Background: an optimization exercise with open tools, aiming at small area, a short achievable clock period and few clock cycles. Do not read the settings as production practice. Function was checked by simulation only, so behaviour that the tests miss may differ from the original.

==> build 82 <==
// lc4_core
module lc4_core
   (input  wire        clk,
    input  wire        rst,
    output wire [15:0] o_cur_pc,
    input  wire [15:0] i_cur_insn,
    output wire [15:0] o_dmem_addr,
    input  wire [15:0] i_cur_dmem_data,
    output wire        o_dmem_we,
    output wire [15:0] o_dmem_towrite,
    output wire [1:0]  test_stall,
    output wire [15:0] test_cur_pc,
    output wire [15:0] test_cur_insn,
    output wire        test_regfile_we,
    output wire [2:0]  test_regfile_wsel,
    output wire [15:0] test_regfile_data,
    output wire        test_nzp_we,
    output wire [2:0]  test_nzp_new_bits,
    output wire        test_dmem_we,
    output wire [15:0] test_dmem_addr,
    output wire [15:0] test_dmem_data
    );
   reg [15:0] pc;
   reg [2:0]  nzp;
   reg        x_valid;
   reg [15:0] x_insn, x_pc, x_a;
   reg [2:0]  x_bsel;
   reg        w_valid;
   reg [15:0] w_pc, w_insn, w_val, w_addr;
   reg [2:0]  w_nzp;
   wire        x_stall;
   wire        x_rf_we, x_nzp_we, x_ldr;
   wire [2:0]  x_wsel, x_nzp_alu;
   wire [15:0] x_res, x_b;
   wire [15:0] f_insn = i_cur_insn;
   wire [3:0]  f_op   = f_insn[15:12];
   wire [2:0]  f_asel = (f_op == 4'b0010 || f_op == 4'b1101) ? f_insn[11:9] :
                        (f_op == 4'b1000) ? 3'd7 : f_insn[8:6];
   wire [2:0]  f_bsel = (f_op == 4'b0111) ? f_insn[11:9] : f_insn[2:0];
   wire [15:0] rf_a;
   wire        x_wr = x_valid & x_rf_we;
   lc4_regfile rf (.clk(clk), .rst(rst),
                   .i_rs(f_asel), .o_rs_data(rf_a),
                   .i_rt(x_bsel), .o_rt_data(x_b),
                   .i_rd(x_wsel), .i_wdata(x_res), .i_rd_we(x_wr & ~x_stall));
   wire [15:0] f_a = (x_wr && x_wsel == f_asel) ? x_res : rf_a;
  ...
==> flow/config.mk <==
export PLATFORM = sky130hd
export DESIGN_NAME = lc4_core
export DESIGN_NICKNAME = lc4_core
export VERILOG_FILES = /design/flow/design.v
export SDC_FILE = /design/flow/constraint.sdc
export NUM_CORES = 4
export LEC_CHECK = 0
export CAP_MARGIN = 20
export CORE_MARGIN = 2
export CORE_UTILIZATION = 50
export CTS_CLUSTER_DIAMETER = 100
export CTS_CLUSTER_SIZE = 20
export SLEW_MARGIN = 20
==> flow/constraint.sdc <==
create_clock -name core_clock -period 60.0 [get_ports {clk}]
set_input_delay 12.0000 -clock core_clock [delete_from_list [all_inputs] [get_ports {clk}]]
set_output_delay 12.0000 -clock core_clock [all_outputs]
set_load 0.01 [all_outputs]
standard.sh (not shown) runs the stock make flow with config.mk's settings and CLKGATE_MAP_FILE= SYNTH_SCRIPT=/design/flow/synth_recipe.tcl, a recipe that flattens the netlist after the stock synthesis.
==> flow/flow/run.sh <==
#!/bin/bash
# Layout flow: the standard synthesis unchanged, then the standard ORFS
# layout steps, with two changes to how the layout is optimised (the clock,
# the SDC and every constraint stay the design's):
#  - the resizer's setup repair aims for extra slack (SETUP_SLACK_MARGIN), so
#    it sizes and buffers the critical paths instead of stopping at 60 ns;
#  - the port buffers are buf_2 cells instead of the default choice.
# Each run's full output goes to its own log here; ORFS's step logs are kept
# under orfs/logs/.
set -euo pipefail
bash standard.sh synth > synth.log 2>&1
bash standard.sh SETUP_SLACK_MARGIN=45 \
  "BUFFER_PORTS_ARGS=-buffer_cell sky130_fd_sc_hd__buf_2" finish > layout.log 2>&1
==> inputs of trial 31, as changes to build 82 <==
--- a/flow/design.v
+++ b/flow/design.v
@@ -839,15 +839,17 @@
                      (x_insn[8:7] == 2'b10) ? {{9{x_insn[6]}}, x_insn[6:0]} :
                      (x_insn[8:7] == 2'b11) ? {9'd0, x_insn[6:0]} : x_b;
    wire        x_neg = x_sub | x_cmp | x_dm;
    wire        x_sgn = x_cmp & ~x_insn[7];
    wire [16:0] sum;
    wire        sum_co;
-   lc4_add17 alu_add (.a(x_dm ? d_t1 : x_mm ? {1'b0, mul_x} : {x_sgn & x_a[15], x_a}),
-                      .b({x_sgn & op2[15], op2} ^ {17{x_neg}}),
-                      .ci(x_neg), .s(sum), .co(sum_co));
+   wire        x_link = x_jsrx | x_trap;              
+   lc4_add17 alu_add (.a(x_dm ? d_t1 : x_mm ? {1'b0, mul_x} : x_link ? {1'b0, x_pc} :
+                         {x_sgn & x_a[15], x_a}),
+                      .b(x_link ? 17'd0 : {x_sgn & op2[15], op2} ^ {17{x_neg}}),
+                      .ci(x_neg | x_link), .s(sum), .co(sum_co));
    wire        c_lt = sum[16];
    wire        c_eq = (sum[15:0] == 16'd0);
    wire [15:0] x_a_rev, onehot;
    for (i = 0; i < 16; i = i + 1) begin : g_rev
       assign x_a_rev[i] = x_a[15-i];
       assign onehot[i]  = (x_insn[3:0] == i);
@@ -877,19 +879,12 @@
              2'b00: lg = x_a & x_b;
              2'b01: lg = ~x_a;
              2'b10: lg = x_a | x_b;
              default: lg = x_a ^ x_b;
            endcase
    end
-   wire [15:0] x_pc1;
-   wire [16:0] xpc_c;
-   assign xpc_c[0] = 1'b1;
-   for (i = 0; i < 16; i = i + 1) begin : g_xpc1
-      assign x_pc1[i]    = x_pc[i] ^ xpc_c[i];
-      assign xpc_c[i+1]  = x_pc[i] & xpc_c[i];
-   end
    wire s_sum  = x_arith & ~x_mul & ~x_div;
    wire s_prod = (x_arith & x_mul) | x_sll;
    wire s_rsh  = x_shr;
    wire s_quo  = x_div & ~div0;
    wire s_rem  = x_mod & ~div0;
    wire [15:0] res_nl =
@@ -898,13 +893,14 @@
       ({16{s_rsh}}   & (prod_rev | sra_fill)) |
       ({16{s_quo}}   & quo) |
       ({16{s_rem}}   & rem) |
       ({16{x_logic}} & lg) |
       ({16{x_const}} & {{7{x_insn[8]}}, x_insn[8:0]}) |
       ({16{x_hic}}   & {x_insn[7:0], x_a[7:0]}) |
-      ({16{x_jsrx | x_trap}} & x_pc1);
+      ({16{x_link}}  & sum[15:0]) |
+      ({16{x_str}}   & x_b);              
    wire [15:0] res = x_ldr ? i_cur_dmem_data : res_nl;
    assign x_res = res;
    wire [2:0] res_nzp = {res_nl[15], res_nl == 16'd0, ~res_nl[15] & (res_nl != 16'd0)};
    assign x_nzp_alu = x_cmp ? {c_lt, c_eq, ~c_lt & ~c_eq} : res_nzp;
    wire       ld_zero = (i_cur_dmem_data == 16'd0);
    wire [2:0] x_nzp   = x_ldr ? {i_cur_dmem_data[15], ld_zero, ~i_cur_dmem_data[15] & ~ld_zero}
@@ -924,13 +920,13 @@
       else
         w_valid <= x_valid & ~x_stall;
       w_pc   <= x_pc;
       w_insn <= x_insn;
       w_nzp  <= x_nzp;
       w_addr <= addr;
-      w_val  <= x_str ? x_b : res;
+      w_val  <= res;
    end
    wire [3:0] w_op = w_insn[15:12];
    wire w_jsrx = (w_op == 4'b0100) | (w_op == 4'b1111);
    wire w_rf   = (w_op == 4'b0001) | (w_op == 4'b0100) | (w_op == 4'b0101) |
                  (w_op == 4'b0110) | (w_op == 4'b1001) | (w_op == 4'b1010) |
                  (w_op == 4'b1101) | (w_op == 4'b1111);
==> flow/flow/run.sh (replaced) <==
#!/bin/bash
# Layout flow: the standard synthesis unchanged, then the standard ORFS
# layout steps, with two changes to how the layout is optimised (the clock,
# the SDC and every constraint stay the design's):
#  - the resizer's setup repair aims for extra slack (SETUP_SLACK_MARGIN), so
#    it sizes and buffers the critical paths instead of stopping at 60 ns;
#  - the port buffers are buf_1 cells instead of the default choice.
# Each run's full output goes to its own log here; ORFS's step logs are kept
# under orfs/logs/.
set -euo pipefail
bash standard.sh synth > synth.log 2>&1
bash standard.sh SETUP_SLACK_MARGIN=45 \
  "BUFFER_PORTS_ARGS=-buffer_cell sky130_fd_sc_hd__buf_1" finish > layout.log 2>&1
==> flow_summary.json <==
{
  "layout.non_clock_inverters": 198,
  "grt_usage_pct": 39.54,
  "met3_wirelength_um": 9486,
  "seq_area_share_pct": 28.87,
  "synthToLayoutAreaGrowth_pct": 12.17,
  "totalWireLength_um": 95240,
  "outcome": "finished clean",
  "cp_common_cell": "sky130_fd_sc_hd__inv_2",
  "synth_xor_area_share_pct": 3.345,
  "top_layer": "met4",
  "final_cells": 3331,
  "grt_first_pass_wirelength_um": 137700,
  "worst_path_setup_slack_after_routing_ns": 44.91,
  "power_mw": 0.9889,
  "worst_clock_skew_ns": 0.02368,
  "post-dp-hpwl_um": 69560,
  "mean_cell_area_of_the_mapped_netlist_um2": 8.810,
  "tritoncts.num_buffers": 19
}
# the run above: build 82

==> flow_summary.json <==
{
  "outcome": "finished clean",
  "seq_area_share_pct": 29.38,
  "min-delay-start": "x_pc[5]",
  "met3_wirelength_um": 9496,
  "synth_xor_area_share_pct": 3.048,
  "pwr.group.clock_mw": 0.143,
  "layout.non_clock_inverters": 179,
  "top_layer": "met5",
  "grt_usage_pct": 40.48,
  "totalWireLength_um": 97440,
  "power_mw": 1.054,
  "post-dp-hpwl_um": 70940,
  "grt_first_pass_wirelength_um": 139300,
  "mean_cell_area_of_the_mapped_netlist_um2": 8.917,
  "synthToLayoutAreaGrowth_pct": 10.69,
  "final.period_utilization_pct": 25.10,
  "worst_clock_skew_ns": 0.02862,
  "tritoncts.num_buffers": 20
}
# the run above: trial 31

Testbench counts of build 82, summed over its fixed seeds: cycles 49,549.
Testbench counts of trial 31, summed over its fixed seeds: cycles 49,549.

separate check: timing with driven ports:
No port has a modelled driver above. Below, the same layouts with a new extraction and two added sets of constraints. Step 1 assumes that a clkbuf_16 drives the clock port and a buf_2 every other input. Step 2 also shifts input and output timing later by t, the mid clock arrival at the registers, as if the neighbouring blocks saw the same clock. Three values: ideal, step 1, step 2; two values: the first two.
run	t (ns)	slack for setup (ns)	worst data-port slew with drivers (ns)	pins driven straight from the clock port
build 82	0.603	44.907 / 44.844 / 44.595	0.03	1
trial 31	0.611	44.938 / 44.879 / 44.643	0.08	1
After both steps setup and hold are still met in every run listed. The setup slack of build 82, which loses most, moves by -0.063 ns with the drivers and by -0.312 ns with both steps.
